From an optimization exercise on the open Yosys and OpenROAD flow, aimed at small area; shortcuts taken in it are not production practice.
Only simulation tests tie the RTL to the original design; equivalence was not proved.
Power is estimated from default activity; no workload was simulated.

### flow/config.mk
export PLATFORM = sky130hd
export DESIGN_NAME = final_project_6
export DESIGN_NICKNAME = final_project_6
export VERILOG_FILES = /design/flow/design.v
export SDC_FILE = /design/flow/constraint.sdc
export NUM_CORES = 4
export LEC_CHECK = 0
export ABC_AREA = 1
export CAP_MARGIN = 20
export CORE_MARGIN = 2
export CORE_UTILIZATION = 70
export PLACE_DENSITY = 0.8
export SLEW_MARGIN = 20
### flow/constraint.sdc
create_clock -name core_clock -period 20.0 [get_ports {CLOCK_50}]
set_input_delay 4.0000 -clock core_clock [delete_from_list [all_inputs] [get_ports {CLOCK_50}]]
set_output_delay 4.0000 -clock core_clock [all_outputs]
set_load 0.01 [all_outputs]
### flow/design.v
module final_project_6(
	input CLOCK_50,
	input RESET_N,           
	input [2:0] BUTTON,
	input [9:0] SW,
	output [0:6]	HEX0,HEX1,HEX2,HEX3,
	output VGA_HS,		 
	output VGA_VS,		 
	output VGA_BLANK,		 
	output VGA_SYNC,		 
	output [3:0] VGA_R,  	 
	output [3:0] VGA_G,		 
	output [3:0] VGA_B   	 
);
	wire [9:0] x;
	wire [6:0] yq;
	wire [3:0] yr;
	wire [2:0] idx;
	game game(BUTTON[1], BUTTON[0], BUTTON[2], CLOCK_50, RESET_N, x, yq, yr, idx, HEX0, HEX1, HEX2, HEX3);
	vga u1(
	   .iCLK(CLOCK_50),
	   .iRST_N(RESET_N & SW[9]),
	   .idx(idx),
	   .px(x),
	   .pyq(yq),
	   .pyr(yr),
	   .VGA_R(VGA_R),
	   .VGA_G(VGA_G),
	   .VGA_B(VGA_B),
	   .VGA_H_SYNC(VGA_HS),
	   .VGA_V_SYNC(VGA_VS),
	   .VGA_SYNC(VGA_SYNC),
	   .VGA_BLANK(VGA_BLANK)
	);
endmodule
module game(input jump, input jump2, input reset, input clk, input rst_n,
	input [9:0] x, input [6:0] yq, input [3:0] yr,
	output reg [2:0] idx,
	output [0:6] HEX0, output [0:6] HEX1, output [0:6] HEX2, output [0:6] HEX3);
	localparam SCW = 12;
	localparam [159:0] TAB1 = 160'h4e5b641a1358a803c1e5882704819074110581e0;
	localparam [15:0] TAB1_MID = 16'h5199;
	localparam [159:0] TAB2 = 160'h84db658270781d088120419e5a00f06411058939;
	localparam [15:0] TAB2_MID = 16'hce48;
	localparam [159:0] TAB3 = 160'h881f1749629c1d0501204191880270611b3a0131;
	localparam [15:0] TAB3_MID = 16'he424;
	function [10:0] diff;
		input [9:0] a, b;
		integer i;
		reg bw;
		begin
			bw = 1'b0;
			for (i = 0; i < 10; i = i + 1) begin
				diff[i] = a[i] ^ b[i] ^ bw;
				bw = (~a[i] & b[i]) | ((~a[i] | b[i]) & bw);
			end
			diff[10] = bw;
		end
	endfunction
	function [7:0] diff7;
		input [6:0] a, b;
		integer i;
		reg bw;
		begin
			bw = 1'b0;
			for (i = 0; i < 7; i = i + 1) begin
				diff7[i] = a[i] ^ b[i] ^ bw;
				bw = (~a[i] & b[i]) | ((~a[i] | b[i]) & bw);
			end
			diff7[7] = bw;
		end
	endfunction
	function ge10;
		input [9:0] a, b;
		integer i;
		reg g;
		begin
			g = 1'b1;
			for (i = 0; i < 10; i = i + 1)
				g = (a[i] & ~b[i]) | ((a[i] | ~b[i]) & g);
			ge10 = g;
		end
	endfunction
	function ge7;
		input [6:0] a, b;
		integer i;
		reg g;
		begin
			g = 1'b1;
			for (i = 0; i < 7; i = i + 1)
				g = (a[i] & ~b[i]) | ((a[i] | ~b[i]) & g);
			ge7 = g;
		end
	endfunction
	function ge4;
		input [3:0] a, b;
		integer i;
		reg g;
		begin
			g = 1'b1;
			for (i = 0; i < 4; i = i + 1)
				g = (a[i] & ~b[i]) | ((a[i] | ~b[i]) & g);
			ge4 = g;
		end
	endfunction
	function sge11;
		input [10:0] a, b;
		integer i;
		reg g;
		reg [10:0] ua, ub;
		begin
			ua = a ^ 11'h400;
			ub = b ^ 11'h400;
			g = 1'b1;
			for (i = 0; i < 11; i = i + 1)
				g = (ua[i] & ~ub[i]) | ((ua[i] | ~ub[i]) & g);
			sge11 = g;
		end
	endfunction
	function gtsc;
		input [SCW-1:0] a, b;
		integer i;
		reg g;
		begin
			g = 1'b0;
			for (i = 0; i < SCW; i = i + 1)
				g = (a[i] & ~b[i]) | ((a[i] | ~b[i]) & g);
			gtsc = g;
		end
	endfunction
	function [9:0] dec10;
		input [9:0] a;
		integer i;
		reg bw;
		begin
			bw = 1'b1;
			for (i = 0; i < 10; i = i + 1) begin
				dec10[i] = a[i] ^ bw;
				bw = ~a[i] & bw;
			end
		end
	endfunction
	function [8:0] inc9;
		input [8:0] a;
		integer i;
		reg c;
		begin
			c = 1'b1;
			for (i = 0; i < 9; i = i + 1) begin
				inc9[i] = a[i] ^ c;
				c = a[i] & c;
			end
		end
	endfunction
	function inr;
		input [9:0] v, lo, hi;
		inr = ge10(v, lo) & ge10(hi, v);
	endfunction
	function yin;
		input [6:0] q;
		input [3:0] r;
		input [6:0] lo, hi;
		yin = ge7(q, lo) & (ge7(hi, q) & ((q != hi) | (r == 4'd0)));
	endfunction
	reg [8:0] cnt;
	reg [2:0] sub;
	wire ptick = (cnt == 9'd499);
	wire btick = ptick & (sub == 3'd5);
	always @(posedge clk)
		if (!rst_n) begin
			cnt <= 9'd0;
			sub <= 3'd0;
		end else begin
			cnt <= ptick ? 9'd0 : inc9(cnt);
			if (ptick) sub <= (sub == 3'd5) ? 3'd0 : {sub[1:0] == 2'b11 ? ~sub[2] : sub[2],
			                                          sub[1] ^ sub[0], ~sub[0]};
		end
	reg [9:0] l1, l2, l3;
	reg [3:0] f1, f2, f3;
	wire n1 = !ge10(l1, 10'd721);
	wire n2 = !ge10(l2, 10'd721);
	wire n3 = !ge10(l3, 10'd721);
	always @(posedge clk)
		if (!rst_n) begin
			l1 <= 10'd120; f1 <= 4'hf;
			l2 <= 10'd360; f2 <= 4'hf;
			l3 <= 10'd600; f3 <= 4'hf;
		end else if (ptick) begin
			if (l1 == 10'd0) begin
				l1 <= 10'd801; f1 <= {f1[0] ^ f1[1], f1[3:1]};
			end else l1 <= dec10(l1);
			if (l2 == 10'd0) begin
				l2 <= 10'd801; f2 <= {f2[0] ^ f2[1], f2[3:1]};
			end else l2 <= dec10(l2);
			if (l3 == 10'd0) begin
				l3 <= 10'd801; f3 <= {f3[0] ^ f3[1], f3[3:1]};
			end else l3 <= dec10(l3);
		end
	wire [9:0] e1 = TAB1[f1*10 +: 10];
	wire [9:0] e2 = TAB2[f2*10 +: 10];
	wire [9:0] e3 = TAB3[f3*10 +: 10];
	wire [5:0] hq1 = e1[9:4], hq2 = e2[9:4], hq3 = e3[9:4];
	wire [3:0] hr1 = e1[3:0], hr2 = e2[3:0], hr3 = e3[3:0];
	wire [3:1] h250 = {TAB3_MID[f3], TAB2_MID[f2], TAB1_MID[f1]};
	wire [9:0] bx1, bx2;
	wire [5:0] k1, k2;
	wire hit1, hit2;
	wire [SCW-1:0] score1, score2;
	wire [3:0] sF1, sS1, sF2, sS2;
	wire eng = (sub == 3'd5) && (cnt[8:4] == 5'd0) && (cnt[2:1] != 2'd3);
	wire eb = cnt[3];
	wire [1:0] ek = cnt[2:1];
	wire eop = cnt[0];
	reg [9:0] eu, ev;
	reg en, ez;
	always @* begin
		case ({eb, eop})
			2'b00: eu = bx1;
			2'b01: eu = {4'd0, k1};
			2'b10: eu = bx2;
			default: eu = {4'd0, k2};
		endcase
		case ({ek, eop})
			3'b000: ev = l1;
			3'b001: ev = {4'd0, hq1};
			3'b010: ev = l2;
			3'b011: ev = {4'd0, hq2};
			3'b100: ev = l3;
			default: ev = {4'd0, hq3};
		endcase
		case (ek)
			2'd0: begin en = n1; ez = (hr1 == 4'd0); end
			2'd1: begin en = n2; ez = (hr2 == 4'd0); end
			default: begin en = n3; ez = (hr3 == 4'd0); end
		endcase
	end
	wire [10:0] ed = diff(eu, ev);
	wire colx = en && sge11(ed, 11'd30) && sge11(11'd140, ed);
	wire sx = en && sge11(ed, 11'd20) && sge11(11'd70, ed);
	wire e_0 = (ed == 11'd0);
	wire rowc = sge11(ed, 11'd1) || (e_0 && ez) || sge11(-11'sd9, ed);
	wire syup = (sge11(ed, -11'sd10) && sge11(11'd1, ed)) || (ed == -11'sd11 && ez);
	wire sydn = (sge11(ed, -11'sd12) && sge11(-11'sd1, ed)) || (ed == -11'sd13 && ez);
	reg t_colx, t_sx;
	reg [1:0] colidx1, colidx2, sxidx1, sxidx2;
	reg up1, up2, dn1, dn2;
	wire [1:0] kk = {ek[0], ~ek[0]} | {ek[1], ek[1]};
	always @(posedge clk)
		if (!rst_n) begin
			t_colx <= 1'b0; t_sx <= 1'b0;
			colidx1 <= 2'd0; colidx2 <= 2'd0; sxidx1 <= 2'd0; sxidx2 <= 2'd0;
			up1 <= 1'b0; up2 <= 1'b0; dn1 <= 1'b0; dn2 <= 1'b0;
		end else if (eng) begin
			if (!eop) begin
				t_colx <= colx;
				t_sx <= sx;
			end else if (!eb) begin
				if (t_colx && rowc) colidx1 <= kk; else if (ek == 2'd0) colidx1 <= 2'd0;
				if (t_sx) begin sxidx1 <= kk; up1 <= syup; dn1 <= sydn; end
				else if (ek == 2'd0) sxidx1 <= 2'd0;
			end else begin
				if (t_colx && rowc) colidx2 <= kk; else if (ek == 2'd0) colidx2 <= 2'd0;
				if (t_sx) begin sxidx2 <= kk; up2 <= syup; dn2 <= sydn; end
				else if (ek == 2'd0) sxidx2 <= 2'd0;
			end
		end
	wire [3:1] rstwin = {n3 && inr(l3, 10'd265, 10'd315), n2 && inr(l2, 10'd265, 10'd315),
	                     n1 && inr(l1, 10'd265, 10'd315)};
	wire [3:1] rstsc = h250 & rstwin;
	wire [3:1] aok = {n3 || ge10(l3, 10'd727), n2 || ge10(l2, 10'd727), n1 || ge10(l1, 10'd727)};
	wire [3:1] clr = ~aok & {l3 != 10'd726, l2 != 10'd726, l1 != 10'd726};
	bird #(.SCW(SCW)) b1 (clk, rst_n, btick, jump, reset, l1, l2, l3, h250, rstsc, aok, clr,
		colidx1, sxidx1, up1, dn1, bx1, k1, hit1, score1, sF1, sS1);
	bird #(.SCW(SCW)) b2 (clk, rst_n, btick, jump2, reset, l1, l2, l3, h250, rstsc, aok, clr,
		colidx2, sxidx2, up2, dn2, bx2, k2, hit2, score2, sF2, sS2);
	wire [10:0] dxb1 = diff(bx1, x);
	wire [10:0] dxb2 = diff(bx2, x);
	wire [7:0] dyb1 = diff7({1'b0, k1}, yq);
	wire [7:0] dyb2 = diff7({1'b0, k2}, yq);
	wire bird1_on = ge10(bx1, 10'd30) && !dxb1[10] && ge10(10'd30, dxb1[9:0]) &&
	                ge7({1'b0, k1}, 7'd3) && !dyb1[7] && (dyb1[6:2] == 5'd0) && ((dyb1[1:0] != 2'd0) || (yr == 4'd0));
	wire bird2_on = ge10(bx2, 10'd30) && !dxb2[10] && ge10(10'd30, dxb2[9:0]) &&
	                ge7({1'b0, k2}, 7'd3) && !dyb2[7] && (dyb2[6:2] == 5'd0) && ((dyb2[1:0] != 2'd0) || (yr == 4'd0));
	wire [10:0] dxp1 = diff(x, l1);
	wire [10:0] dxp2 = diff(x, l2);
	wire [10:0] dxp3 = diff(x, l3);
	wire xin1 = n1 && !dxp1[10] && ge10(10'd80, dxp1[9:0]);
	wire xin2 = n2 && !dxp2[10] && ge10(10'd80, dxp2[9:0]);
	wire xin3 = n3 && !dxp3[10] && ge10(10'd80, dxp3[9:0]);
	wire [5:0] hqs = ({6{xin1}} & hq1) | ({6{xin2}} & hq2) | ({6{xin3}} & hq3);
	wire [3:0] hrs = ({4{xin1}} & hr1) | ({4{xin2}} & hr2) | ({4{xin3}} & hr3);
	wire [7:0] dyp = diff7(yq, {1'b0, hqs});
	wire rowp = (!dyp[7] && ((dyp[6:0] != 7'd0) || ge4(yr, hrs))) ||
	            (dyp[7] && (!ge7(dyp[6:0], 7'd116) || ((dyp[6:0] == 7'd116) && ge4(hrs, yr))));
	wire pipe_on = (xin1 | xin2 | xin3) && rowp;
	wire gt12 = gtsc(score1, score2);
	wire lt12 = gtsc(score2, score1);
	always @* begin
		if (ge7(yq, 7'd54))
			idx = 3'd7;
		else if (bird1_on)
			idx = 3'd3;
		else if (bird2_on)
			idx = 3'd5;
		else if (pipe_on)
			idx = 3'd2;
		else
			idx = 3'd6;
		if (hit1 && hit2) begin
			if (inr(x, 30, 770) && yin(yq, yr, 5, 57))
				idx = 3'd0;
			if (inr(x, 130, 510) && yin(yq, yr, 10, 40)) begin
				idx = 3'd7;
				if (inr(x, 130, 170) && yin(yq, yr, 10, 35)) idx = 3'd0;
				if (inr(x, 240, 410) && yin(yq, yr, 20, 25)) idx = 3'd0;
				if (inr(x, 290, 337) && yin(yq, yr, 15, 35)) idx = 3'd0;
				if (inr(x, 460, 560) && yin(yq, yr, 10, 35)) idx = 3'd0;
			end
			if (gt12) begin
				if (inr(x, 560, 620) && yin(yq, yr, 10, 35))
					idx = 3'd7;
			end else if (lt12) begin
				if (inr(x, 560, 620) && yin(yq, yr, 10, 35))
					idx = 3'd7;
				if (inr(x, 660, 720) && yin(yq, yr, 10, 35))
					idx = 3'd7;
			end else begin
				if (inr(x, 560, 720) && yin(yq, yr, 18, 22))
					idx = 3'd7;
				if (inr(x, 560, 720) && yin(yq, yr, 25, 29))
					idx = 3'd7;
			end
		end
	end
	BCD DisplayScoreFirst(sF1, HEX2);
	BCD DisplayScoreSecond(sS1, HEX3);
	BCD DisplayScoreFirst2(sF2, HEX0);
	BCD DisplayScoreSecond2(sS2, HEX1);
endmodule
module bird #(parameter SCW = 12) (
	input clk, input rst_n, input tick, input jump_n, input reset_n,
	input [9:0] l1, input [9:0] l2, input [9:0] l3,
	input [3:1] h250, input [3:1] rstsc, input [3:1] aok, input [3:1] clr,
	input [1:0] colidx, input [1:0] sxidx, input up, input dn,
	output reg [9:0] bxp, output reg [5:0] k, output reg hit,
	output reg [SCW-1:0] score, output reg [3:0] sF, output reg [3:0] sS);
	function [SCW-1:0] incs;
		input [SCW-1:0] a;
		input ci;
		integer i;
		reg c;
		begin
			c = ci;
			for (i = 0; i < SCW; i = i + 1) begin
				incs[i] = a[i] ^ c;
				c = a[i] & c;
			end
		end
	endfunction
	function [5:0] inc6;
		input [5:0] a;
		integer i;
		reg c;
		begin
			c = 1'b1;
			for (i = 0; i < 6; i = i + 1) begin
				inc6[i] = a[i] ^ c;
				c = a[i] & c;
			end
		end
	endfunction
	function [5:0] dec6;
		input [5:0] a;
		integer i;
		reg c;
		begin
			c = 1'b1;
			for (i = 0; i < 6; i = i + 1) begin
				dec6[i] = a[i] ^ c;
				c = ~a[i] & c;
			end
		end
	endfunction
	function [3:0] inc4;
		input [3:0] a;
		inc4 = {a[3] ^ (a[2] & a[1] & a[0]), a[2] ^ (a[1] & a[0]), a[1] ^ a[0], ~a[0]};
	endfunction
	reg [3:1] c;
	reg [9:0] nbx;
	reg [5:0] nk;
	reg nhit, rst_b;
	reg [3:1] s;
	wire [3:1] sxh = {sxidx == 2'd3, sxidx == 2'd2, sxidx == 2'd1};
	always @* begin
		nbx = bxp;
		nk = k;
		nhit = hit;
		rst_b = 1'b0;
		s = 3'b000;
		if (!jump_n && !hit) begin
			nk = (k == 6'd0) ? 6'd0 : dec6(k);
			if (up) s = sxh;
		end else if (!reset_n) begin
			nk = 6'd25;
			nhit = 1'b0;
			nbx = 10'd335;
			rst_b = 1'b1;
			s = rstsc;
		end else if (k == 6'd0) begin
			nk = 6'd25;
			nhit = 1'b1;
			s = sxh & h250;
		end else if (k == 6'd54) begin
			nhit = 1'b1;
		end else if (colidx != 2'd0) begin
			nbx = (colidx == 2'd1) ? l1 : (colidx == 2'd2) ? l2 : l3;
			nhit = 1'b1;
		end else begin
			nk = inc6(k);
			if (dn) s = sxh;
		end
		s = hit ? 3'b000 : (s & ~c);
	end
	wire sc = |s;
	wire ten = (sF == 4'd10);
	wire carry = ten & (aok[1] | aok[2] | s[3]);
	always @(posedge clk)
		if (!rst_n) begin
			bxp <= 10'd335;
			k <= 6'd25;
			hit <= 1'b0;
			c <= 3'b000;
			score <= 0;
			sF <= 4'd0;
			sS <= 4'd0;
		end else if (tick) begin
			bxp <= nbx;
			k <= nk;
			hit <= nhit;
			c <= s | (c & ~clr);
			score <= incs(rst_b ? {SCW{1'b0}} : score, sc);
			if (carry) begin
				sF <= 4'd0;
				sS <= inc4(sS);
			end else if (sc) begin
				sF <= inc4(sF);
				if (rst_b) sS <= 4'd0;
			end else if (rst_b) begin
				sF <= 4'd0;
				sS <= 4'd0;
			end
		end
endmodule
module BCD(temp, Display);
	input [3:0] temp;
	output [0:6] Display;
	assign Display [0:6] = (temp[3:0] == 4'b0000) ? 7'b0000001:
							(temp[3:0] == 4'b0001) ? 7'b1001111:
							(temp[3:0] == 4'b0010) ? 7'b0010010:
							(temp[3:0] == 4'b0011) ? 7'b0000110:
							(temp[3:0] == 4'b0100) ? 7'b1001100:
							(temp[3:0] == 4'b0101) ? 7'b0100100:
							(temp[3:0] == 4'b0110) ? 7'b0100000:
							(temp[3:0] == 4'b0111) ? 7'b0001111:
							(temp[3:0] == 4'b1000) ? 7'b0000000: 7'b0000100;
endmodule
module vga(
   input iCLK,
   input iRST_N,
   input [2:0] idx,
   output [9:0] px,
   output [6:0] pyq,
   output [3:0] pyr,
   output  [3:0] VGA_R,
   output  [3:0] VGA_G,
   output  [3:0] VGA_B,
   output reg VGA_H_SYNC,
   output reg VGA_V_SYNC,
   output VGA_SYNC,
   output VGA_BLANK
);
function [9:0] inc10;
	input [9:0] a;
	integer i;
	reg c;
	begin
		c = 1'b1;
		for (i = 0; i < 10; i = i + 1) begin
			inc10[i] = a[i] ^ c;
			c = a[i] & c;
		end
	end
endfunction
function [6:0] inc7;
	input [6:0] a;
	integer i;
	reg c;
	begin
		c = 1'b1;
		for (i = 0; i < 7; i = i + 1) begin
			inc7[i] = a[i] ^ c;
			c = a[i] & c;
		end
	end
endfunction
assign VGA_BLANK = VGA_H_SYNC & VGA_V_SYNC;
assign VGA_SYNC  = 1'b0;
reg [9:0] h_count;
reg [6:0] yq;
reg [3:0] yr;
assign px = h_count;
assign pyq = yq;
assign pyr = yr;
always @(posedge iCLK)
	if (!iRST_N) begin
		h_count <= 10'd0;
		VGA_H_SYNC <= 1'b0;
	end else begin
		h_count <= inc10(h_count);
		VGA_H_SYNC <= (h_count[9:7] != 3'd0);
	end
wire v_last = (yq == 7'd66) && (yr == 4'd5);
wire r_last = (yr == 4'd9);
always @(posedge iCLK)
	if (!iRST_N) begin
		yq <= 7'd0;
		yr <= 4'd0;
		VGA_V_SYNC <= 1'b0;
	end else if (h_count == 10'd0) begin
		if (v_last) begin
			yq <= 7'd0;
			yr <= 4'd0;
		end else if (r_last) begin
			yq <= inc7(yq);
			yr <= 4'd0;
		end else
			yr <= {yr[3] ^ (yr[2] & yr[1] & yr[0]), yr[2] ^ (yr[1] & yr[0]), yr[1] ^ yr[0], ~yr[0]};
		VGA_V_SYNC <= (yq != 7'd0) || (yr[3:2] != 2'd0);
	end
wire h_on = ~(h_count[9] & h_count[8] & (h_count[7] | h_count[6] | h_count[5]));
wire v_on = ~(yq[6] | (yq[5] & yq[4] & yq[3] & yq[2]));
wire video_on = h_on & v_on;
assign VGA_R = {4{video_on & idx[0]}};
assign VGA_G = {4{video_on & idx[1]}};
assign VGA_B = {4{video_on & idx[2]}};
endmodule
### flow/flow/run.sh
#!/bin/bash
# Layout flow: the standard synthesis, then the combinational logic between the
# registers is re-mapped by ABC for area (the registers are kept as they are, same
# cells and names), then the standard layout from floorplan to the end.
set -euo pipefail
HERE=$(pwd)
R=$HERE/orfs/results/sky130hd/final_project_6/base
LIB=$FLOW_HOME/platforms/sky130hd/lib/sky130_fd_sc_hd__tt_025C_1v80.lib
YOSYS=$FLOW_HOME/../tools/install/yosys/bin/yosys
[ -x "$YOSYS" ] || YOSYS=$(command -v yosys)

# 1. standard synthesis
bash standard.sh synth > 1_standard_synth.log 2>&1

# 2. re-map the logic
cp $R/1_2_yosys.v $HERE/standard_netlist.v
DU=""
for c in $(cat flow/dont_use.txt); do DU="$DU -dont_use $c"; done
cat > $HERE/abc_area.abc <<EOA
strash
&get -n
&deepsyn -I 4 -T 60
&put
dch -f
amap
EOA
$YOSYS -p "
read_liberty -ignore_miss_func $LIB
blackbox sky130_fd_sc_hd__dfxtp_1 sky130_fd_sc_hd__edfxtp_1 sky130_fd_sc_hd__dfrtp_1 sky130_fd_sc_hd__dfstp_1 sky130_fd_sc_hd__conb_1
read_verilog $HERE/standard_netlist.v
hierarchy -check -top final_project_6
flatten
opt -purge
tee -o $HERE/stat_before.txt stat -liberty $LIB
abc -liberty $LIB $DU -script $HERE/abc_area.abc
read_liberty -lib -ignore_redef $LIB
hierarchy -check -top final_project_6
opt_clean -purge
splitnets
opt_clean -purge
hilomap -singleton -hicell sky130_fd_sc_hd__conb_1 HI -locell sky130_fd_sc_hd__conb_1 LO
insbuf -buf sky130_fd_sc_hd__buf_1 A X
opt_clean -purge
check -assert -mapped
tee -o $HERE/stat_after.txt stat -liberty $LIB
write_verilog -noattr -nohex -nodec $HERE/reopt_netlist.v
" > 2_reopt.log 2>&1
cp $HERE/reopt_netlist.v $R/1_2_yosys.v
rm -f $R/1_synth.odb $R/1_synth.sdc

# 3. standard layout from the new netlist
# smallest buffer on the ports; a lighter clock tree
bash standard.sh BUFFER_PORTS_ARGS="-buffer_cell sky130_fd_sc_hd__buf_1" \
	CTS_ARGS="$(cat flow/cts_args.txt)" finish > 3_standard_finish.log 2>&1
### flow/flow/cts_args.txt
-sink_clustering_enable -repair_clock_nets -dont_use_dummy_load -buf_list sky130_fd_sc_hd__clkbuf_8 -sink_clustering_size 20
### flow/flow/dont_use.txt
sky130_fd_sc_hd__lpflow_bleeder_1
sky130_fd_sc_hd__lpflow_clkbufkapwr_1
sky130_fd_sc_hd__lpflow_clkbufkapwr_16
sky130_fd_sc_hd__lpflow_clkbufkapwr_2
sky130_fd_sc_hd__lpflow_clkbufkapwr_4
sky130_fd_sc_hd__lpflow_clkbufkapwr_8
sky130_fd_sc_hd__lpflow_clkinvkapwr_1
sky130_fd_sc_hd__lpflow_clkinvkapwr_16
sky130_fd_sc_hd__lpflow_clkinvkapwr_2
sky130_fd_sc_hd__lpflow_clkinvkapwr_4
sky130_fd_sc_hd__lpflow_clkinvkapwr_8
sky130_fd_sc_hd__lpflow_decapkapwr_12
sky130_fd_sc_hd__lpflow_decapkapwr_3
sky130_fd_sc_hd__lpflow_decapkapwr_4
sky130_fd_sc_hd__lpflow_decapkapwr_6
sky130_fd_sc_hd__lpflow_decapkapwr_8
sky130_fd_sc_hd__lpflow_inputiso0n_1
sky130_fd_sc_hd__lpflow_inputiso0p_1
sky130_fd_sc_hd__lpflow_inputiso1n_1
sky130_fd_sc_hd__lpflow_inputiso1p_1
sky130_fd_sc_hd__lpflow_inputisolatch_1
sky130_fd_sc_hd__lpflow_isobufsrc_1
sky130_fd_sc_hd__lpflow_isobufsrc_16
sky130_fd_sc_hd__lpflow_isobufsrc_2
sky130_fd_sc_hd__lpflow_isobufsrc_4
sky130_fd_sc_hd__lpflow_isobufsrc_8
sky130_fd_sc_hd__lpflow_isobufsrckapwr_16
sky130_fd_sc_hd__lpflow_lsbuf_lh_hl_isowell_tap_1
sky130_fd_sc_hd__lpflow_lsbuf_lh_hl_isowell_tap_2
sky130_fd_sc_hd__lpflow_lsbuf_lh_hl_isowell_tap_4
sky130_fd_sc_hd__lpflow_lsbuf_lh_isowell_4
sky130_fd_sc_hd__lpflow_lsbuf_lh_isowell_tap_1
sky130_fd_sc_hd__lpflow_lsbuf_lh_isowell_tap_2
sky130_fd_sc_hd__lpflow_lsbuf_lh_isowell_tap_4
sky130_fd_sc_hd__probe_p_8
sky130_fd_sc_hd__probec_p_8
### flow/standard.sh
#!/bin/bash
# synth_recipe.tcl (not shown) runs the flow's synth.tcl, then flattens the netlist and writes it again
# the make line also repeats each setting of config.mk as NAME=value (left out here)
make -C /OpenROAD-flow-scripts/flow DESIGN_CONFIG=/design/flow/config.mk WORK_HOME=/design/flow/orfs CLKGATE_MAP_FILE= SYNTH_SCRIPT=/design/flow/synth_recipe.tcl "${@:-finish}"
==> impl_metrics.ini, run 1 <==
[worst_setup_path]
cp.arrival_ps = 7050
cp_slowest_stage_delay_ps = 810
critPathMaxFanout = 9
crit_slowest_cell = nor4_1
cp-start-kind = flop
r2r_slack_ps = 14240
cp_top_family = compound AO/OA/AOI/OAI gates
reg2reg_depth = 26
path_buf_inv = 2
rr_endpoint = game.t_sx
r2r_start = game.cnt[3]
crit_top_cell = nor2_1
crit_required_ps = 16000
crit_type = flop to primary output
crit_path_end_kind = primary output

[finish]
diodes = 0
fin_cells = 1957
area_growth_pct = 5.396
post-route-util_pct = 74.66
finalNetCount = 1758
layout-drive-gt1-share_pct = 1.493

[routing]
wl_per_cell_um = 19.46
firstDrtPassIters = 9
viasPerCell = 6.787
drcViolationCount = 0
drt_iter0_markers = 1889
wirelength_um = 38080
vias = 13283
ant_nets = 0

[timing]
tns_ps = 0
finalSetupViolCount = 0
hold_viol = 0
slew_violations = 0
max_freq_mhz = 90.47
rsz0062_at_grt = false
skew_ps = 30.13
worst_pin_slew_ps = 1035
period_needed_ps = 11050
timing.slew.headroom_pct = 31.02
finalCritPeriodShare_pct = 55.27

[clock_network]
cts_max_level = 4
cts_resized = 0
clock_path_buffers = 2
cts_buffers = 17
cts_tree = done
clock_latency_ps = 490
clock-sinks = 171
cts-root-buf = clkbuf_8
post-cts-setup-buffers = 0
holdBufCountCts = 0
clk_pin_slew_ps = 90

[power]
power_mw = 0.5919
peakVddDrop_mv = 0.06745
p_leak_nw = 3.776
powerDensity_mw_per_mm2 = 50.46

[yosys]
syn_inst = 1708
syn_nets = 1723
syn_area_per_cell_sq_um = 6.517
yosysWarnings = 3
syn_area_sq_mm = 0.01113

[placed_design]
dp_cells = 1940
port_buffers = 48
place_hpwl_um = 28470
gp_congestion = 1.050

[worst_hold_path]
min_path_cells = 2
min-delay-start = game.sxidx2[1]
whs_endpoint = game.sxidx2[1]
worstHoldPathType = flop to flop

[die]
design.die.area_sq_mm = 0.01693
die_h_um = 130.1
fp-row-count = 46
io_pins = 59
die_w_um = 130.1
coreArea_sq_mm = 0.01571
start_util_pct = 70.84

[global_route]
grtUsageTotal_pct = 44.32
grt_pass1_vias = 11319
overflow = 0
grt_pass1_wl_um = 57970
grt_max_degree = 42
antenna_found_initial = 0

[run]
drv_cap = 0

[outcome]
status = complete, no violations
==> worst reg2reg max path, stage by stage, from the launching register on <==
cell and delay, ps:
dfxtp_1 610, clkinv_1 460, nand2_1 430, o22ai_1 120, a31oi_1 130, o21ai_0 280, nor2_1 220, a21oi_1 100
a21oi_1 280, nand2_1 70, o21ai_0 140, o22ai_1 180, o22ai_1 270, o22ai_1 170, o22ai_1 190, nor2_1 90
a21oi_1 190, clkinv_1 140, nor2_1 160, nor2_1 70, nand2_1 80, o21ai_0 100, or2_0 270, a221oi_1 290
a31oi_1 90, or3_1 380, o32ai_1 150
==> worst max path at each step <==
stage,depth (start not counted),to,startpoint
2_1_floorplan,23,VGA_B[0],u1.h_count[5]
3_3_place_gp,25,VGA_B[1],game.l2[3]
3_5_place_dp,25,VGA_B[2],game.l2[3]
4_1_cts,25,VGA_B[2],game.l2[3]
5_1_grt,25,VGA_B[2],game.l2[3]
6_report,25,VGA_B[2],game.l2[3]
==> report_power, final <==
| part | leakage [nW] | switching [mW] | internal (mW) | total [mW] |
|---|---|---|---|---|
| Sequential | 1.38 | 0.00299 | 0.342 | 0.345 |
| Clock | 0.122 | 0.114 | 0.0751 | 0.189 |
| Combinational | 2.27 | 0.0411 | 0.0170 | 0.0581 |
| Total | 3.78 | 0.158 | 0.434 | 0.592 |
==> stage by stage <==
stage	hold WS (ps)	setup WS, ps	cell area (sq um)
6_report	476.1	8946	11730
5_1_grt	492.7	8703	11730
4_1_cts	473.2	9463	11730
3_5_place_dp	448.3	9955	11490
3_3_place_gp	442.3	10090	11490
2_1_floorplan	419.3	11740	11130
==> layer usage <==
layer	GRT usage, %	vias to the layer above	routed length (um)
met2	64.89	970	15700
met3	12.75	209	5525
li1	-	6219	-
met4	26.38	0	2559
met1	58.06	5885	14300
met5	0	-	0
==> placed cells by master (no fill, tap or decap), drive strengths merged, types with 10 or more instances in the layout <==
cell type,n
a2111oi,10
a211oi,28
a21oi,99
a221oi,16
a22oi,13
a31oi,33
buf,56
clkbuf,17
clkinv,213
dfxtp,171
nand2,144
nand3,29
nand4,10
nor2,385
nor3,110
nor4,22
o21a,29
o21ai,104
o221ai,24
o22a,12
o22ai,72
o31ai,12
or2,18
or3,13
==> flip-flops by register name, indices dropped and copies added, names as in the netlist, 6 cells and up <==
register and count:
game.b2.score 12, game.b1.score 12, game.b2.k 6, game.b1.bxp 10
game.l1 10, game.l2 10, game.b2.bxp 10, game.l3 10
game.cnt 9, game.b1.k 6, u1.yq 7, u1.h_count 10
==> layout make-up <==
| class | count | area, sq um |
|---|---|---|
| multi-input cells | 1284 | 6764 |
| flip-flops and latches | 171 | 3423 |
| repair buffers | 56 | 240.2 |
| fillers | 1318 | 3981 |
| well taps | 216 | 270.3 |
| inverters | 213 | 799.5 |
| clock buffers | 17 | 234.0 |
==> run 2, diff against run 1 <==
--- a/flow/design.v
+++ b/flow/design.v
@@ -72,2 +72,15 @@
 	endfunction
+	function [10:0] addc;
+		input [9:0] a, b;
+		integer i;
+		reg c;
+		begin
+			c = 1'b0;
+			for (i = 0; i < 10; i = i + 1) begin
+				addc[i] = a[i] ^ b[i] ^ c;
+				c = (a[i] & b[i]) | ((a[i] | b[i]) & c);
+			end
+			addc[10] = c;
+		end
+	endfunction
 	function ge10;
@@ -154,2 +167,6 @@
 	endfunction
+	function sin;
+		input [10:0] d, lo, hi;
+		sin = sge11(d, lo) & sge11(hi, d);
+	endfunction
 	function inr;
@@ -177,23 +194,22 @@
 		end
-	reg [9:0] l1, l2, l3;
+	reg [9:0] P;
 	reg [3:0] f1, f2, f3;
-	wire n1 = !ge10(l1, 10'd721);
-	wire n2 = !ge10(l2, 10'd721);
-	wire n3 = !ge10(l3, 10'd721);
+	wire w2 = ge10(P, 10'd562);    
+	wire w3 = ge10(P, 10'd322);    
+	wire n1 = !ge10(P, 10'd721);
+	wire n2 = !inr(P, 10'd481, 10'd561);
+	wire n3 = !inr(P, 10'd241, 10'd321);
 	always @(posedge clk)
 		if (!rst_n) begin
-			l1 <= 10'd120; f1 <= 4'hf;
-			l2 <= 10'd360; f2 <= 4'hf;
-			l3 <= 10'd600; f3 <= 4'hf;
+			P <= 10'd120;
+			f1 <= 4'hf; f2 <= 4'hf; f3 <= 4'hf;
 		end else if (ptick) begin
-			if (l1 == 10'd0) begin
-				l1 <= 10'd801; f1 <= {f1[0] ^ f1[1], f1[3:1]};
-			end else l1 <= dec10(l1);
-			if (l2 == 10'd0) begin
-				l2 <= 10'd801; f2 <= {f2[0] ^ f2[1], f2[3:1]};
-			end else l2 <= dec10(l2);
-			if (l3 == 10'd0) begin
-				l3 <= 10'd801; f3 <= {f3[0] ^ f3[1], f3[3:1]};
-			end else l3 <= dec10(l3);
-		end
+			P <= (P == 10'd0) ? 10'd801 : dec10(P);
+			if (P == 10'd0) f1 <= {f1[0] ^ f1[1], f1[3:1]};
+			if (P == 10'd562) f2 <= {f2[0] ^ f2[1], f2[3:1]};
+			if (P == 10'd322) f3 <= {f3[0] ^ f3[1], f3[3:1]};
+		end
+	wire [10:0] l2s = addc(P, w2 ? 10'd462 : 10'd240);
+	wire [10:0] l3s = addc(P, w3 ? 10'd702 : 10'd480);
+	wire [9:0] l1 = P, l2 = l2s[9:0], l3 = l3s[9:0];
 	wire [9:0] e1 = TAB1[f1*10 +: 10];
@@ -223,8 +239,6 @@
 		case ({ek, eop})
-			3'b000: ev = l1;
 			3'b001: ev = {4'd0, hq1};
-			3'b010: ev = l2;
 			3'b011: ev = {4'd0, hq2};
-			3'b100: ev = l3;
-			default: ev = {4'd0, hq3};
+			3'b101: ev = {4'd0, hq3};
+			default: ev = P;
 		endcase
@@ -237,4 +251,8 @@
 	wire [10:0] ed = diff(eu, ev);
-	wire colx = en && sge11(ed, 11'd30) && sge11(11'd140, ed);
-	wire sx = en && sge11(ed, 11'd20) && sge11(11'd70, ed);
+	wire colx = en && ((ek == 2'd0) ? sin(ed, 11'd30, 11'd140) :
+	                   (ek == 2'd1) ? (w2 ? sin(ed, -11'sd532, -11'sd422) : sin(ed, 11'd270, 11'd380)) :
+	                                  (w3 ? sin(ed, -11'sd292, -11'sd182) : sin(ed, 11'd510, 11'd620)));
+	wire sx = en && ((ek == 2'd0) ? sin(ed, 11'd20, 11'd70) :
+	                 (ek == 2'd1) ? (w2 ? sin(ed, -11'sd542, -11'sd492) : sin(ed, 11'd260, 11'd310)) :
+	                                (w3 ? sin(ed, -11'sd302, -11'sd252) : sin(ed, 11'd500, 11'd550)));
 	wire e_0 = (ed == 11'd0);
@@ -266,7 +284,6 @@
 		end
-	wire [3:1] rstwin = {n3 && inr(l3, 10'd265, 10'd315), n2 && inr(l2, 10'd265, 10'd315),
-	                     n1 && inr(l1, 10'd265, 10'd315)};
+	wire [3:1] rstwin = {inr(P, 10'd587, 10'd637), inr(P, 10'd25, 10'd75), inr(P, 10'd265, 10'd315)};
 	wire [3:1] rstsc = h250 & rstwin;
-	wire [3:1] aok = {n3 || ge10(l3, 10'd727), n2 || ge10(l2, 10'd727), n1 || ge10(l1, 10'd727)};
-	wire [3:1] clr = ~aok & {l3 != 10'd726, l2 != 10'd726, l1 != 10'd726};
+	wire [3:1] aok = ~{inr(P, 10'd241, 10'd246), inr(P, 10'd481, 10'd486), inr(P, 10'd721, 10'd726)};
+	wire [3:1] clr = {inr(P, 10'd241, 10'd245), inr(P, 10'd481, 10'd485), inr(P, 10'd721, 10'd725)};
 	bird #(.SCW(SCW)) b1 (clk, rst_n, btick, jump, reset, l1, l2, l3, h250, rstsc, aok, clr,
@@ -283,8 +300,6 @@
 	                ge7({1'b0, k2}, 7'd3) && !dyb2[7] && (dyb2[6:2] == 5'd0) && ((dyb2[1:0] != 2'd0) || (yr == 4'd0));
-	wire [10:0] dxp1 = diff(x, l1);
-	wire [10:0] dxp2 = diff(x, l2);
-	wire [10:0] dxp3 = diff(x, l3);
-	wire xin1 = n1 && !dxp1[10] && ge10(10'd80, dxp1[9:0]);
-	wire xin2 = n2 && !dxp2[10] && ge10(10'd80, dxp2[9:0]);
-	wire xin3 = n3 && !dxp3[10] && ge10(10'd80, dxp3[9:0]);
+	wire [10:0] dxp = diff(x, P);
+	wire xin1 = n1 && sin(dxp, 11'd0, 11'd80);
+	wire xin2 = n2 && (w2 ? sin(dxp, -11'sd562, -11'sd482) : sin(dxp, 11'd240, 11'd320));
+	wire xin3 = n3 && (w3 ? sin(dxp, -11'sd322, -11'sd242) : sin(dxp, 11'd480, 11'd560));
 	wire [5:0] hqs = ({6{xin1}} & hq1) | ({6{xin2}} & hq2) | ({6{xin3}} & hq3);
==> flow/flow/cts_args.txt (replaced) <==
-sink_clustering_enable -repair_clock_nets -dont_use_dummy_load -buf_list sky130_fd_sc_hd__clkbuf_8 -sink_clustering_size 12
==> impl_metrics.ini, run 2 <==
[outcome]
status = complete, no violations

[finish]
fin_cells = 1888
final_cell_mix = nor2_1 (377), clkinv_1 (229), dfxtp_1 (151)
diodes = 0
area_growth_pct = 5.115
layout-drive-gt1-share_pct = 1.350
num-fill-cells = 1207
finalNetCount = 1721
reg_top3 = game.b1.score x12, game.b2.score x12
post-route-util_pct = 75.68
final_common_cell = nor2_1

[worst_setup_path]
worstSetupEndpoint = VGA_B[2]
cp-start-kind = flop
crit_type = flop to primary output
crit_required_ps = 16000
rr_endpoint = game.t_sx
worstSetupStartpoint = game.P[1]
critPathMaxFanout = 13
r2r_slack_ps = 14160
crit_path_end_kind = primary output
cp_slowest_stage_delay_ps = 520
crit_top_cell = o21ai_0
reg2reg_depth = 27
cp.arrival_ps = 7340
crit_slowest_cell = o21ai_0
r2r_start = game.cnt[0]

[routing]
drt_iter0_markers = 2229
firstDrtPassIters = 8
viasPerCell = 6.841
wirelength_um = 35370
wl_per_cell_um = 18.73
ant_nets = 0
drcViolationCount = 0
vias = 12915

[power]
internal_power_mw = 0.3910
powerDensity_mw_per_mm2 = 48.64
p_sw_share_pct = 27.45
power_mw = 0.5390
seqPwrFrac_pct = 56.2
peakVddDrop_mv = 0.06656
combPwrFrac_pct = 10.5
power_switching_mw = 0.1480
clkPwrFrac_pct = 33.3
p_leak_nw = 3.572

[global_route]
antenna_found_initial = 0
grtUsageTotal_pct = 43.78
grt_pass1_wl_um = 56470
overflow = 0
grt_max_degree = 30
grt_pass1_vias = 11518

[die]
die_w_um = 126.7
fp-row-count = 44
start_util_pct = 71.99
coreArea_sq_mm = 0.01464
design.die.area_sq_mm = 0.01606
die_h_um = 126.7
io_pins = 59

[timing]
max_freq_mhz = 88.16
hold_viol = 0
finalCritPeriodShare_pct = 56.71
timing.slew.headroom_pct = 21.81
tns_ps = 0
finalSetupViolCount = 0
rsz0062_at_grt = false
period_needed_ps = 11340
slew_violations = 0
skew_ps = 27.80
worst_pin_slew_ps = 1157

[yosys]
syn_area_per_cell_sq_um = 6.302
syn_nets = 1688
syn_inst = 1673
syn_area_sq_mm = 0.01054
yosysWarnings = 3

[run]
drv_cap = 0

[placed_design]
gp_congestion = 1.141
place_hpwl_um = 26790
port_buffers = 48
dp_cells = 1871

[clock_network]
cts_buffers = 17
clock-sinks = 151
clock_path_buffers = 2
post-cts-setup-buffers = 0
cts_tree = done
cts_max_level = 4
clk_pin_slew_ps = 70
clock_latency_ps = 480
cts-root-buf = clkbuf_8
cts_resized = 0
holdBufCountCts = 0

[worst_hold_path]
worstHoldPathType = flop to flop
==> run 2: changes by cell type in the layout (fill, tap and decap cells not counted), moves of 7 or more <==
cell      change
dfxtp_1      -20
clkinv_1     +16
o21ai_0      +26
o31ai_1       -8
nor4_1        -7
o221ai_1     -18
o21a_1       -12
nor2_1        -8
nand3_1      +12
o211ai_1      +8
nor3_1       -16
o22ai_1       -9
==> run 2: cell type report <==
cell class	count	area, sq um	share of cell area (%)
clock buffers	17	234.0	2.111
inverters	229	859.6	7.757
multi-input cells	1253	6510	58.74
flip-flops and latches	151	3023	27.28
well taps	184	230.2	2.077
repair buffers	54	225.2	2.032
==> run 2: per-stage QoR <==
stage / worst slack [ps] / instance area, sq um / hold WS (ps)
global placement: 9584 / 10850 / 443.2
detailed placement: 9335 / 10850 / 449.7
global route: 7941 / 11080 / 486.5
CTS: 8844 / 11080 / 463.5
floorplan: 10470 / 10540 / 430.3
finish: 8657 / 11080 / 470.1
==> run 2: routing by layer <==
metal  track usage [%]  vias to the layer above  routed length (um)
met4             20.81                        0                1905
li1                  -                     6007                   -
met5                 0                        -                   0
met2             68.20                      995               15150
met1             56.84                     5718               13710
met3             11.43                      195                4604
==> run 2: power by group through the flow <==
stage	clock, mW	sequential (mW)	combinational, mW
6_report	0.180	0.303	0.0564
5_1_grt	0.191	0.303	0.0620
4_1_cts	0.177	0.303	0.0541
3_5_place_dp	0	0.310	0.0538
3_3_place_gp	0	0.310	0.0532
2_1_floorplan	0	0.310	0.0378
==> run 2: worst min path at each step <==
stage	from	to	cells after the start
finish	game.b2.c[3]	game.b2.c[3]	2
detailed placement	game.b2.c[3]	game.b2.c[3]	2
global route	game.b2.c[1]	game.b2.c[1]	2
CTS	game.b2.c[3]	game.b2.c[3]	2
global placement	game.sub[1]	game.sub[1]	1
floorplan	game.b2.c[1]	game.b2.c[1]	2
==> run 2: critical path, delay by kind of cell (launching register included) <==
| family | cells | cell delay [ps] |
|---|---|---|
| buf+inv | 5 | 1190 |
| compound gates | 12 | 2250 |
| flops | 1 | 460 |
| simple gates | 16 | 3020 |
==> run 3, diff against run 2 <==
--- a/flow/flow/run.sh
+++ b/flow/flow/run.sh
@@ -21,3 +21,3 @@
 &get -n
-&deepsyn -I 4 -T 60
+&deepsyn -I 4 -T 240
 &put
==> impl_metrics.ini, run 3 <==
[outcome]
status = complete, no violations

[timing]
tns_ps = 0
skew_ps = 27.38
hold_viol = 0
slew_violations = 0
finalSetupViolCount = 0
worst_pin_slew_ps = 1020
timing.slew.headroom_pct = 31.30
period_needed_ps = 11540
max_freq_mhz = 86.69
finalCritPeriodShare_pct = 57.68
rsz0062_at_grt = false

[finish]
fin_cells = 1853
final_common_cell = nor2_1
final_cell_mix = nor2_1 (362), clkinv_1 (225), dfxtp_1 (151)
diodes = 0
area_growth_pct = 5.308
reg_top3 = game.b1.score x12, game.b2.score x12
layout-drive-gt1-share_pct = 1.558
finalNetCount = 1686

[clock_network]
clock_latency_ps = 470
cts_tree = done
post-cts-setup-buffers = 0
clock_path_buffers = 2
holdBufCountCts = 0
clock-sinks = 151
cts-root-buf = clkbuf_8
cts_max_level = 4
cts_resized = 0
clk_pin_slew_ps = 70
cts_buffers = 17

[yosys]
syn_nets = 1652
syn_area_sq_mm = 0.01042
yosysWarnings = 3
syn_area_per_cell_sq_um = 6.365
syn_inst = 1637

[worst_setup_path]
worst-path-stages = 35
crit_path_end_kind = primary output
cp_slowest_stage_delay_ps = 540
critPathMaxFanout = 9
crit_slowest_cell = dfxtp_1
r2r_slack_ps = 13950
worstSetupStartpoint = u1.h_count[2]
cp_top_family = compound AO/OA/AOI/OAI gates
reg2reg_depth = 28
path_buf_inv = 6
r2r_start = game.cnt[0]
rr_endpoint = game.t_sx
crit_required_ps = 16000
cp-start-kind = flop
cp.arrival_ps = 7540
crit_type = flop to primary output
worstSetupEndpoint = VGA_B[3]

[placed_design]
dp_cells = 1836
port_buffers = 48
place_hpwl_um = 26000
gp_congestion = 1.040

[routing]
viasPerCell = 6.770
wl_per_cell_um = 18.47
firstDrtPassIters = 8
drcViolationCount = 0
drt_iter0_markers = 1863
wirelength_um = 34220
vias = 12544
ant_nets = 0

[power]
powerDensity_mw_per_mm2 = 48.96
peakVddDrop_mv = 0.04725
p_leak_nw = 3.526

[global_route]
grt_max_degree = 35
grt_pass1_vias = 11087
overflow = 0
grtUsageTotal_pct = 41.77
grt_pass1_wl_um = 54120
antenna_found_initial = 0

[run]
drv_cap = 0

[die]
die_w_um = 126
design.die.area_sq_mm = 0.01588
start_util_pct = 71.69
coreArea_sq_mm = 0.01453
io_pins = 59
die_h_um = 126
fp-row-count = 44

[worst_hold_path]
worstHoldPathType = flop to flop
run 3: where the power goes:
group | internal (mW) | switching [mW]
clock network | 0.0749 | 0.102
logic | 0.0144 | 0.0411
registers | 0.302 | 0.00296
total | 0.391 | 0.146
run 3: stage by stage:
step | hold slack [ps] | cell area, sq um | setup WS (ps) | util [%] | power, mW
6_report | 457.6 | 10970 | 8465 | 75.49 | 0.5372
5_1_grt | 470.0 | 10970 | 7818 | 75.49 | 0.5519
4_1_cts | 457.8 | 10970 | 8706 | 75.49 | 0.5319
3_5_place_dp | 448.5 | 10740 | 9221 | 73.88 | 0.3642
3_3_place_gp | 443.7 | 10740 | 9526 | 73.88 | 0.3634
2_1_floorplan | 430.5 | 10420 | 10430 | - | 0.3476
run 3: tightest hold or removal path: stages (launching register included):
cell	delay [ps]
dfxtp_1	300
clkinv_1	50
o22ai_1	60
run 3: area by class of cell:
cell class | count | area (sq um)
sequential | 151 | 3023
tap | 184 | 230.2
clock buffer | 17 | 234.0
inverter | 225 | 844.6
multi-input combinational | 1221 | 6406
timing repair buffer | 55 | 234.0
fill | 1213 | 3562
run 3: worst min-delay path by stage:
stage                           start                 to  slack, ps  depth (start not counted)
finish                   game.b2.c[3]       game.b2.c[3]        460                          2
floorplan           game.b2.score[11]  game.b2.score[11]        430                          1
CTS                      game.b2.c[3]       game.b2.c[3]        460                          2
detailed placement       game.b2.c[3]       game.b2.c[3]        450                          2
global route             game.b2.c[1]       game.b2.c[1]        470                          2
global placement         game.b2.c[3]       game.b2.c[3]        440                          2
run 3: layer usage:
| metal | GRT usage [%] | share of wire [%] | wire (um) | vias up |
|---|---|---|---|---|
| met5 | 0 | 0 | 0 | - |
| met4 | 20.49 | 5.5 | 1895 | 0 |
| met3 | 11.26 | 13 | 4366 | 183 |
| met2 | 63.79 | 43 | 14540 | 876 |
| met1 | 54.71 | 39 | 13410 | 5562 |
| li1 | - | - | - | 5923 |
==> run 4, diff against run 3 <==
--- a/flow/design.v
+++ b/flow/design.v
@@ -239,6 +239,8 @@
 		case ({ek, eop})
+			3'b000: ev = l1;
 			3'b001: ev = {4'd0, hq1};
+			3'b010: ev = l2;
 			3'b011: ev = {4'd0, hq2};
-			3'b101: ev = {4'd0, hq3};
-			default: ev = P;
+			3'b100: ev = l3;
+			default: ev = {4'd0, hq3};
 		endcase
@@ -251,8 +253,4 @@
 	wire [10:0] ed = diff(eu, ev);
-	wire colx = en && ((ek == 2'd0) ? sin(ed, 11'd30, 11'd140) :
-	                   (ek == 2'd1) ? (w2 ? sin(ed, -11'sd532, -11'sd422) : sin(ed, 11'd270, 11'd380)) :
-	                                  (w3 ? sin(ed, -11'sd292, -11'sd182) : sin(ed, 11'd510, 11'd620)));
-	wire sx = en && ((ek == 2'd0) ? sin(ed, 11'd20, 11'd70) :
-	                 (ek == 2'd1) ? (w2 ? sin(ed, -11'sd542, -11'sd492) : sin(ed, 11'd260, 11'd310)) :
-	                                (w3 ? sin(ed, -11'sd302, -11'sd252) : sin(ed, 11'd500, 11'd550)));
+	wire colx = en && sin(ed, 11'd30, 11'd140);
+	wire sx = en && sin(ed, 11'd20, 11'd70);
 	wire e_0 = (ed == 11'd0);
==> impl_metrics.ini, run 4 <==
[clock_network]
clock_path_buffers = 2
clock-sinks = 151
clk_pin_slew_ps = 80
holdBufCountCts = 0
cts_tree = done
post-cts-setup-buffers = 0
cts_buffers = 17
cts-root-buf = clkbuf_8
cts_resized = 0
clock_latency_ps = 470
cts_max_level = 4

[worst_setup_path]
cp-start-kind = flop
crit_required_ps = 16000
cp_slowest_stage_delay_ps = 750
cp.arrival_ps = 7830
crit_type = flop to primary output
crit_slowest_cell = nor3_1
critPathMaxFanout = 12
crit_path_end_kind = primary output

[routing]
wl_per_cell_um = 19.20
drcViolationCount = 0
viasPerCell = 6.815
vias = 12492
firstDrtPassIters = 8
wirelength_um = 35200
drt_iter0_markers = 1933
ant_nets = 0

[power]
powerDensity_mw_per_mm2 = 48.92
power_mw = 0.5297
p_leak_nw = 3.502
peakVddDrop_mv = 0.04835

[timing]
finalSetupViolCount = 0
slew_violations = 0
max_freq_mhz = 84.57
worst_pin_slew_ps = 1083
tns_ps = 0
finalCritPeriodShare_pct = 59.13
period_needed_ps = 11830
rsz0062_at_grt = false
skew_ps = 30.04
whs_ps = 481.7
hold_viol = 0
timing.slew.headroom_pct = 27.22

[placed_design]
port_buffers = 48
gp_congestion = 1.094
place_hpwl_um = 26680

[global_route]
overflow = 0
gr-usage-met3_pct = 11.13
grt_pass1_vias = 11352
grtUsageMet1_pct = 58.62
grt_max_degree = 26
antenna_found_initial = 0
top_usage_layer = met2
grt_pass1_wl_um = 56530
grtUsageTotal_pct = 44.12
use_met2_pct = 67.20

[finish]
final_cell_mix = nor2_1 (347), clkinv_1 (217), nand2_1 (155)
area_growth_pct = 5.012
multiInputGateArea_sq_mm = 0.006324
finalNetCount = 1666
diodes = 0
reg_top3 = game.b1.score x12, game.b2.score x12
num-fill-cells = 1154
seq_area_sq_mm = 0.003023
final_common_cell = nor2_1
layout-drive-gt1-share_pct = 1.213
post-route-util_pct = 74.78

[die]
die_h_um = 125.4
design.die.area_sq_mm = 0.01572
coreArea_sq_mm = 0.01448
fp-row-count = 44
start_util_pct = 71.22
die_w_um = 125.4
io_pins = 59

[yosys]
syn_area_sq_mm = 0.01031
syn_area_per_cell_sq_um = 6.361
yosysWarnings = 3
syn_inst = 1621
syn_nets = 1636

[worst_hold_path]
worstHoldPathType = flop to flop

[outcome]
status = complete, no violations

[run]
drv_cap = 0
run 4: cell type report:
type	count	share of cell area, %
timing repair buffer	51	1.872
clock buffer	17	2.161
tap	184	2.126
inverter	217	7.523
sequential	151	27.92
multi-input combinational	1213	58.40
run 4: routing by layer:
| metal | up-vias | share of wire [%] |
|---|---|---|
| li1 | 5870 | - |
| met1 | 5522 | 39 |
| met2 | 922 | 42 |
| met3 | 178 | 13 |
| met4 | 0 | 5.4 |
| met5 | - | 0 |
run 4: where the power goes:
part | internal [mW] | switching (mW)
Combinational | 0.0128 | 0.0330
Clock | 0.0749 | 0.105
Sequential | 0.302 | 0.00277
run 4: critical path, delay by kind of cell, from the launching register on:
family                 cells  cell delay (ps)
AOI/OAI and AO/OA         17             3610
buffers and inverters      5             1180
DFF                        1              640
and+or+nand+nor           11             1960
run 4: path summary, 6_finish.rpt:
path	cells after the start	slack, ps	endpoint	start
worst max-delay path	33	8170	VGA_B[3]	game.P[1]
worst min-delay path	1	480	game.b1.score[1]	game.b1.score[1]
worst max register to register	14	13320	game.b2.bxp[6]	game.cnt[0]
worst min register to register	1	480	game.b1.score[1]	game.b1.score[1]
run 4: through the flow:
step	instances	setup WS (ps)	instance area, sq um
global route	1833	7603	10830
detailed placement	1816	9134	10590
finish	1833	8175	10830
CTS	1833	8628	10830
global placement	1816	9308	10590
floorplan	1621	10510	10310
==> run 5, diff against run 4 <==
--- a/flow/design.v
+++ b/flow/design.v
@@ -195,3 +195,3 @@
 	reg [9:0] P;
-	reg [3:0] f1, f2, f3;
+	reg [3:0] f1;
 	wire w2 = ge10(P, 10'd562);    
@@ -204,3 +204,3 @@
 			P <= 10'd120;
-			f1 <= 4'hf; f2 <= 4'hf; f3 <= 4'hf;
+			f1 <= 4'hf;
 		end else if (ptick) begin
@@ -208,5 +208,6 @@
 			if (P == 10'd0) f1 <= {f1[0] ^ f1[1], f1[3:1]};
-			if (P == 10'd562) f2 <= {f2[0] ^ f2[1], f2[3:1]};
-			if (P == 10'd322) f3 <= {f3[0] ^ f3[1], f3[3:1]};
 		end
+	wire [3:0] f1p = {f1[2:0], f1[3] ^ f1[0]};
+	wire [3:0] f2 = w2 ? f1p : f1;
+	wire [3:0] f3 = w3 ? f1p : f1;
 	wire [10:0] l2s = addc(P, w2 ? 10'd462 : 10'd240);
==> impl_metrics.ini, run 5 <==
[outcome]
status = complete, no violations

[global_route]
grtUsageTotal_pct = 45.20
overflow = 0
top_usage_layer = met2
grt_pass1_vias = 12084
grt_max_degree = 30
gr-usage-met3_pct = 12.54
grtUsageMet1_pct = 53.93
grt_pass1_wl_um = 58370
use_met2_pct = 71.13
antenna_found_initial = 0

[routing]
vias = 13025
ant_nets = 0
drcViolationCount = 0
firstDrtPassIters = 10
viasPerCell = 6.925
wl_per_cell_um = 19.23
drt_iter0_markers = 2069
wirelength_um = 36180

[power]
power_mw = 0.5230
combPwrFrac_pct = 10.6
p_leak_nw = 3.550
internal_power_mw = 0.3778
clkPwrFrac_pct = 33.9
power_switching_mw = 0.1453
peakVddDrop_mv = 0.05439
powerDensity_mw_per_mm2 = 47.94
seqPwrFrac_pct = 55.6
p_sw_share_pct = 27.77

[clock_network]
cts-root-buf = clkbuf_8
clock_path_buffers = 2
cts_resized = 0
cts_tree = done
clk_pin_slew_ps = 70
holdBufCountCts = 0
cts_buffers = 17
clock_latency_ps = 480
post-cts-setup-buffers = 0
cts_max_level = 4
clock-sinks = 143

[worst_setup_path]
critPathMaxFanout = 9
cp_slowest_stage_delay_ps = 820
reg2reg_depth = 30
cp.arrival_ps = 7020
worst-path-stages = 28
r2r_start = game.P[2]
worstSetupEndpoint = VGA_B[2]
worstSetupStartpoint = game.P[2]
cp_top_family = compound AO/OA/AOI/OAI gates
crit_type = flop to primary output
rr_endpoint = game.colidx1[1]
cp-start-kind = flop
crit_slowest_cell = a2111oi_0
crit_top_cell = o21ai_0
path_buf_inv = 5
crit_required_ps = 16000
r2r_slack_ps = 13070
crit_path_end_kind = primary output

[finish]
finalNetCount = 1714
layout-drive-gt1-share_pct = 1.532
finalInstanceArea_sq_mm = 0.01091
diodes = 0
reg_top3 = game.b1.score x12, game.b2.score x12
post-route-util_pct = 75.35
final_common_cell = nor2_1
final_cell_mix = nor2_1 (393), clkinv_1 (216), nand2_1 (146)
area_growth_pct = 5.404

[timing]
finalSetupViolCount = 0
period_needed_ps = 11020
finalCritPeriodShare_pct = 55.11
slew_violations = 0
tns_ps = 0
max_freq_mhz = 90.73
timing.slew.headroom_pct = 29.88
hold_viol = 0
rsz0062_at_grt = false
worst_pin_slew_ps = 1047
whs_ps = 480.2
skew_ps = 28.17

[placed_design]
gp_congestion = 1.104
place_hpwl_um = 27570
place_area_sq_mm = 0.01067
port_buffers = 48

[yosys]
syn_inst = 1664
syn_nets = 1679
syn_area_per_cell_sq_um = 6.220
yosysWarnings = 3
syn_area_sq_mm = 0.01035

[die]
design.die.area_sq_mm = 0.01577
start_util_pct = 71.48
coreArea_sq_mm = 0.01448
fp-row-count = 44
die_h_um = 125.6
io_pins = 59
die_w_um = 125.6

[worst_hold_path]
worstHoldPathType = flop to flop

[run]
drv_cap = 0
run 5: per-stage QoR:
stage	std cells	worst slack, ps
finish	1881	8978
global route	1881	8238
CTS	1881	9228
detailed placement	1864	9732
global placement	1864	9926
floorplan	1664	10790
run 5: worst min path at each step:
stage	startpoint	to	slack, ps	cells past startpoint
floorplan	u1.h_count[0]	u1.h_count[0]	420	1
global placement	u1.h_count[0]	u1.h_count[0]	440	1
detailed placement	game.b1.c[1]	game.b1.c[1]	460	1
CTS	u1.h_count[0]	u1.h_count[0]	480	1
global route	u1.VGA_V_SYNC	u1.VGA_V_SYNC	500	2
finish	game.b1.c[1]	game.b1.c[1]	480	1
run 5: area by class of cell:
| cell class | instances | area [sq um] |
|---|---|---|
| Clock buffer | 17 | 234.0 |
| Fill cell | 1154 | 3570 |
| Inverter | 216 | 810.8 |
| Multi-Input combinational cell | 1265 | 6531 |
| Sequential cell | 143 | 2863 |
| Tap cell | 184 | 230.2 |
| Timing Repair Buffer | 56 | 240.2 |
run 5: power by group through the flow:
stage	Clock, mW	Sequential [mW]	Combinational [mW]
after global placement	0	0.297	0.0510
after floorplan	0	0.296	0.0383
after global routing	0.183	0.291	0.0602
final	0.177	0.291	0.0553
after CTS	0.172	0.291	0.0528
after detailed placement	0	0.297	0.0526
run 5: routing by layer:
metal | vias up | wire length, um
li1 | 6008 | -
met1 | 5665 | 12920
met4 | 0 | 2640
met5 | - | 0
met2 | 1065 | 15790
met3 | 287 | 4827

-- afterwards: timing with drivers on the ports --
The flow's constraints put no driver on any port. The routed layouts listed below were extracted and timed again, unchanged, in two steps. Step 1: set_driving_cell puts a clkbuf_16 on CLOCK_50 and a buf_2 on each other input, an assumption about the parent block. Step 2, shift: input delay + t, output delay - t, t = (earliest + latest rising clock arrival at the registers) / 2. This alone moves slack from input paths to output paths. Three values: no drivers, after step 1, after step 2; two values: the first two.
| run | t, ns | setup WS [ns] | latest minus earliest clock arrival (ns) | worst register clock-pin slew, ns |
|---|---|---|---|---|
| run 1 | 0.517 | 8.946 / 8.900 / 9.417 | 0.032 / 0.032 | 0.10 / 0.10 |
| run 2 | 0.505 | 8.657 / 8.615 / 9.120 | 0.028 / 0.028 | 0.09 / 0.09 |
| run 3 | 0.492 | 8.465 / 8.426 / 8.918 | 0.028 / 0.028 | 0.09 / 0.09 |
| run 4 | 0.493 | 8.175 / 8.135 / 8.628 | 0.034 / 0.034 | 0.09 / 0.09 |
| run 5 | 0.506 | 8.978 / 8.934 / 9.441 | 0.028 / 0.029 | 0.09 / 0.09 |
After both steps setup and hold are still met in every run listed.
